Context: an optimization exercise on an open-source flow, tuned for small area. The choices shown serve that exercise and are no tape-out recipe. Function was not checked in any run shown here: the RTL went through the layout flow alone. Power figures rest on the tool's default switching activity, not on a simulated workload.

==> flow/design.v, too long to show whole: its modules and the start of the top module <==
// module ascii_font_8x8: 2006 lines
// module OLED_interface: 331 lines
module OLED_interface (input i_CLK,
                       input i_RST,
                       input [1:0] i_MODE,
                       input i_START,
                       input [7:0] i_TEXT_COLOR,
                       input [7:0] i_BACKGROUND_COLOR,
                       input [767:0] i_ASCII,
                       output reg o_READY,
                       output o_CS,
                       output o_MOSI,
                       output o_SCK,
                       output o_DC,
                       output reg o_RES,
                       output reg o_VCCEN,
                       output reg o_PMODEN,
                       output o_MOSI_FINAL_BIT,
                       output o_MOSI_FINAL_BYTE);
  // ...
==> flow/flow/run.sh <==
#!/bin/bash
# Own layout flow: the standard flow (standard.sh, unchanged synthesis,
# floorplan, power grid, tap cells, placement, CTS and routing), with the
# port buffers that global placement inserts made of sky130_fd_sc_hd__buf_1
# instead of the cell buffer_ports picks by itself. Every input and output
# port still gets its own buffer.
set -euo pipefail
export BUFFER_PORTS_ARGS="-buffer_cell sky130_fd_sc_hd__buf_1"
bash standard.sh finish > standard_flow.log 2>&1
==> flow/standard.sh <==
#!/bin/bash
# synth_recipe.tcl (not shown) runs the flow's synth.tcl, then flattens the netlist and writes it again
# the make line also repeats each setting of config.mk as NAME=value (left out here)
make -C /OpenROAD-flow-scripts/flow DESIGN_CONFIG=/design/flow/config.mk WORK_HOME=/design/flow/orfs CLKGATE_MAP_FILE= SYNTH_SCRIPT=/design/flow/synth_recipe.tcl "${@:-finish}"
==> flow/config.mk <==
export PLATFORM = sky130hd
export DESIGN_NAME = OLED_interface
export DESIGN_NICKNAME = OLED_interface
export VERILOG_FILES = /design/flow/design.v
export SDC_FILE = /design/flow/constraint.sdc
export NUM_CORES = 4
export LEC_CHECK = 0
export ABC_AREA = 1
export CAP_MARGIN = 20
export CORE_AREA = 2 2 278 278
export CTS_BUF_LIST = sky130_fd_sc_hd__clkbuf_4
export DIE_AREA = 0 0 280 280
export SLEW_MARGIN = 20
export SYNTH_MEMORY_MAX_BITS = 20000
==> flow/constraint.sdc <==
create_clock -name core_clock -period 10.0 [get_ports {i_CLK}]
set_input_delay 2.0000 -clock core_clock [delete_from_list [all_inputs] [get_ports {i_CLK}]]
set_output_delay 2.0000 -clock core_clock [all_outputs]
set_load 0.01 [all_outputs]
==> key figures, run 1 <==
Finish
  – Register area: 15,960 µm²
  – Reg with most FFs: s_ring
  – Layout area overhead: 19.88%
  – Commonest non-fill, non-tap cells in the layout: 798 x buf_1, 679 x dfxtp_1, 487 x nand2_1, 480 x mux2i_1, 460 x o21ai_0
  – Final non-clock buffer share: 8.865%
  – Layout net count: 4,982

Power and ir drop
  – Comb pwr: 1.01 mW
  – Sw Pwr: 2.124 mW
  – Leak: 14.66 nW

Worst setup path
  – Type of origin of the critical path: register
  – Critical-path maximum fanout: 13

Timing
  – Setup ws final: 5.146 ns
  – RSZ-0062 raised after global routing: false

Clock network
  – Clk slew on worst S/H paths: 0.08 ns
  – Skew-Pair Late Insertion Delay: 1.04 ns
  – CTS root buf: clkbuf_4
  – Post-CTS Hold Buffers: 0

Routing
  – Metal2 WL: 49.96 mm
  – Uppermost layer routed: met5

Floorplanning
  – Die X: 280 µm
  – Well tap count: 978
  – Overall die area: 78,400 µm²

Synth
  – Seq cells post-synth: 761
  – Post-Syn Area per Cell: 9.331 µm²
  – Post-Syn Area: 30,680 µm²
  – Mux contribution to synthesized area: 15.66%
  – EDFF count, synth: 63
  – Post-synth top flop: dfxtp_1
  – Net Count, Synth: 4,123

Placement
  – Placed cells: 4,931

Global routing
  – Total track usage: 27.48%
  – Initial antenna violation count: 21

Run status
  – Status: timing/DRC/antenna clean

Min path
  – Worst Hold End: s_ring[599]$_DFF_P_
  – Depth of the worst hold-timing path: 1
==> run 2, diff against run 1 <==
--- a/flow/config.mk
+++ b/flow/config.mk
@@ -10,3 +10,5 @@
 export CORE_AREA = 2 2 278 278
-export CTS_BUF_LIST = sky130_fd_sc_hd__clkbuf_4
+export CTS_BUF_LIST = sky130_fd_sc_hd__clkbuf_16
+export CTS_CLUSTER_DIAMETER = 60
+export CTS_CLUSTER_SIZE = 30
 export DIE_AREA = 0 0 280 280
==> key figures, run 2 <==
Timing
  – Setup ws final: 5.171 ns (+0.02533 ns)
  – Final worst path period share: 48.29%
  – Worst-margin pin slew: 1.198 ns
  – Setup TNS: 0 ns
  – Final Max Slew Viols: 0
  – Final setup viols: 0
  – Final worst path period need: 4.829 ns
  – Skew final: 0.03522 ns
  – Final hold vios: 0
  – Max Freq: 0.2071 GHz
  – Slew Limit Headroom: 20.13%
  – Min Hold Slack: 0.3976 ns
  – RSZ-0062 raised after global routing: false

Global routing
  – GRT Residual Overflow: 0
  – Total track usage: 26.82% (-0.66 points)
  – First-pass GRT wire length: 157.0 mm
  – Initial antenna violation count: 25 (+19%)
  – Pin count of the biggest net entering global routing: 274
  – Number of global-route vias before repair: 24,930

Power and ir drop
  – Leak: 14.15 nW (-3.5%)
  – Net Sw Frac: 28.30%
  – Comb power frac: 13.7%
  – Clk pwr share: 32.8%
  – Power density over the cells: 203.4 nW/µm²
  – Maximum vdd drop: 0.1584 mV
  – Pwr Total: 7.373 mW
  – Sw Pwr: 2.086 mW (-1.8%)
  – P_int: 5.287 mW
  – Reg power frac: 53.5%

Finish
  – Layout area overhead: 18.17%
  – Max reg flops: 672
  – Reg with most FFs: s_ring
  – Regs by FF count: s_ring: 672 flops, s_cnt: 14 flops
  – Layout net count: 4,843 (-2.8%)
  – Commonest non-fill, non-tap cells in the layout: 798 x buf_1, 679 x dfxtp_1, 487 x nand2_1, 480 x mux2i_1, 460 x o21ai_0
  – Register area: 15,960 µm² (unchanged)
  – Core Util, Final: 47.90%
  – Leading cell type in the layout, fill and taps excluded: buf_1
  – Fillers: 7,472
  – Area of the multi-input gates: 12,600 µm²
  – Layout cells sized above 1: 4.025%

Synth
  – Post-synth top flop: dfxtp_1
  – Area fraction of the dominant cell type after synthesis: 44.30%
  – Post-Syn Area per Cell: 9.331 µm² (unchanged)
  – Register area share after synthesis: 52.03%
  – Most common cell in the netlist: dfxtp_1
  – Async SR Flop Fraction: 2.497%
  – EDFF count, synth: 63 (unchanged)
  – Post-Syn Area: 30,680 µm² (unchanged)
  – Synth top cells by count: 679 x dfxtp_1, 487 x nand2_1, 480 x mux2i_1, 460 x o21ai_0, 314 x inv_1
  – Net Count, Synth: 4,123 (unchanged)
  – Synth area leaders: dfxtp_1 44%, mux2i_1 16%, o21ai_0 7.5%
  – Warnings from Yosys: 2
  – Post-synth top area cell: dfxtp_1
  – Seq cells post-synth: 761 (unchanged)
  – Count of cell types in the netlist: 56
  – Cells after Synth: 3,288

Clock network
  – CTS root buf: clkbuf_16
  – CTS tree: built
  – CTS Buf Count: 53
  – Clock sink count: 761
  – Clk slew on worst S/H paths: 0.10 ns (+0.02 ns)
  – Skew-Pair Late Insertion Delay: 0.64 ns (-0.40 ns)
  – Post-cts sizing count: 0
  – Post-CTS Hold Buffers: 0 (unchanged)
  – Clock buffer depth: 3
  – H-tree depth: 2
  – Postcts setup bufs: 0

Worst setup path
  – CP Cell Sequence: clkinv_1, ha_1, nand2_1, nand2_1, nand2_1, nand2_1, nand2_1, nor2_1, nor2_1, nand2_1, nand2_1, nand2_1, nand3_1, nand2_1, nand2_1, nand3_1, nand2_1, nand2_1
  – WP data required: 10.37 ns
  – Type of origin of the critical path: register
  – Cell mode on critical path: nand2_1
  – Kind of critical path: register to register
  – Critical Path AT: 5.20 ns
  – Critical-path maximum fanout: 13 (unchanged)
  – Critical path's top delay family: simple AND/OR/NAND/NOR gates
  – Crit end category: register
  – Crit path largest cell delay: 0.79 ns
  – Critical path's slowest cell: edfxtp_1
  – Critical path depth: 18
  – CP Buf/Inv Count: 1
  – Reg2reg path depth: 18

Placement
  – Post-DP HPWL: 83.53 mm
  – Pre-CTS setup slack: 4.910 ns
  – Routability Congestion: 1.072
  – Port bufs: 798

Floorplanning
  – CORE AREA: 75,700 µm²
  – Overall die area: 78,400 µm² (unchanged)
  – # IOs: 799
  – Die Height: 280 µm
  – Row count: 101
  – Die X: 280 µm (unchanged)
  – Starting Density: 40.53%

Routing
  – Number of remaining DRC errors: 0
  – Vias per cell: 5.131
  – Vias: 25,880
  – Pre-Repair DR Iteration Count: 7
  – Final WL: 109.9 mm
  – Starting DRT DRC Count: 2,290
  – Post-route ant nets: 0
  – WL per Instance: 21.78 µm

Min path
  – Depth of the worst hold-timing path: 1 (unchanged)
  – Worst min path class: register to register

Run status
  – Status: timing/DRC/antenna clean

Run
  – # Max-Cap Violations: 0
==> run 2: cell types whose count changed in the layout (fill, tap and decap cells not counted), moves of 4 or more <==
cell / before / now
clkbuf_16: 0 / 54
clkinv_1: 49 / 7
clkinv_8: 2 / 6
diode_2: 10 / 16
clkbuf_4: 277 / 0
inv_16: 1 / 9
==> run 2: stage by stage <==
step	cell area (µm²)	std cells
floorplan	30680	3288
global placement	34250	4931
detailed placement	34250	4931
CTS	36200	5028
global route	36240	5036
finish	36260	5044
==> run 2: worst paths after layout <==
path                                          start                     end  slack, ns
min in group asynchronous                     i_RST       s_SCK$_DFFE_PP0P_       1.46
worst min-delay path            s_ring[333]$_DFF_P_     s_ring[326]$_DFF_P_       0.40
max in group asynchronous                     i_RST  s_state[1]$_DFFE_PP0P_       8.06
worst max-delay path             s_cnt[3]$_DFFE_PP_     s_kind[0]$_DFFE_PP_       5.17
worst min register to register  s_ring[333]$_DFF_P_     s_ring[326]$_DFF_P_       0.40
worst max register to register   s_cnt[3]$_DFFE_PP_     s_kind[0]$_DFFE_PP_       5.17
==> run 2: kinds of logic after synthesis <==
kind of cell             share of synthesized area (%)
AO/OA/AOI/OAI                                    10.54
adder cells (fa/ha/maj)                          1.900
buffers and inverters                            7.018
XOR/XNOR                                        0.6565
flip-flops                                       52.03
multiplexers                                     15.66
AND/OR/NAND/NOR                                  12.20
==> run 2: power groups by stage <==
stage	logic, mW	clock network (mW)	registers (mW)
after detailed placement	0.997	0	4.00
final	1.01	2.42	3.95
after global routing	1.15	2.58	4.00
after global placement	0.964	0	4.01
after CTS	1.00	2.47	3.94
after floorplan	0.698	0	3.88
==> run 2: cell type report <==
class	count	area share (%)
antenna	16	0.1104
clock buffer	54	3.727
clock inverter	43	1.650
inverter	324	3.368
multi-input combinational	2043	34.75
sequential	761	44.03
tap	978	3.375
timing repair buffer	825	8.993
==> run 2: per-layer routing <==
metal  global-route usage [%]  vias to the layer above  share of wire [%]
met1                    34.73                    11890                 42
met3                    8.560                      264                 10
met5                        0                        -               0.11
met4                    9.557                       18                3.6
li1                         -                    12510                  -
met2                    41.93                     1197                 45

-- what the ideal ports hide --
No port has a modelled driver above. Below, the same layouts with a new extraction and two added sets of constraints. Step 1 assumes that a clkbuf_16 drives the clock port and a buf_2 every other input. Step 2, shift: input delay + t, output delay - t, t = (earliest + latest rising clock arrival at the registers) / 2. This alone moves slack from input paths to output paths. a / b / c = ideal / step 1 / step 2; a / b = the first two.
| run | shift t [ns] | setup WS [ns] | worst setup path at the end | clock arrival spread, ns |
|---|---|---|---|---|
| run 1 | 1.062 | 5.146 / 5.146 / 4.832 | input to register | 0.105 / 0.104 |
| run 2 | 0.689 | 5.171 / 5.171 / 4.789 | input to register | 0.047 / 0.046 |
After both steps every run listed still meets setup and hold. The setup slack of run 2, which loses most, moves by 0.000 ns with the drivers and by -0.382 ns with both steps.
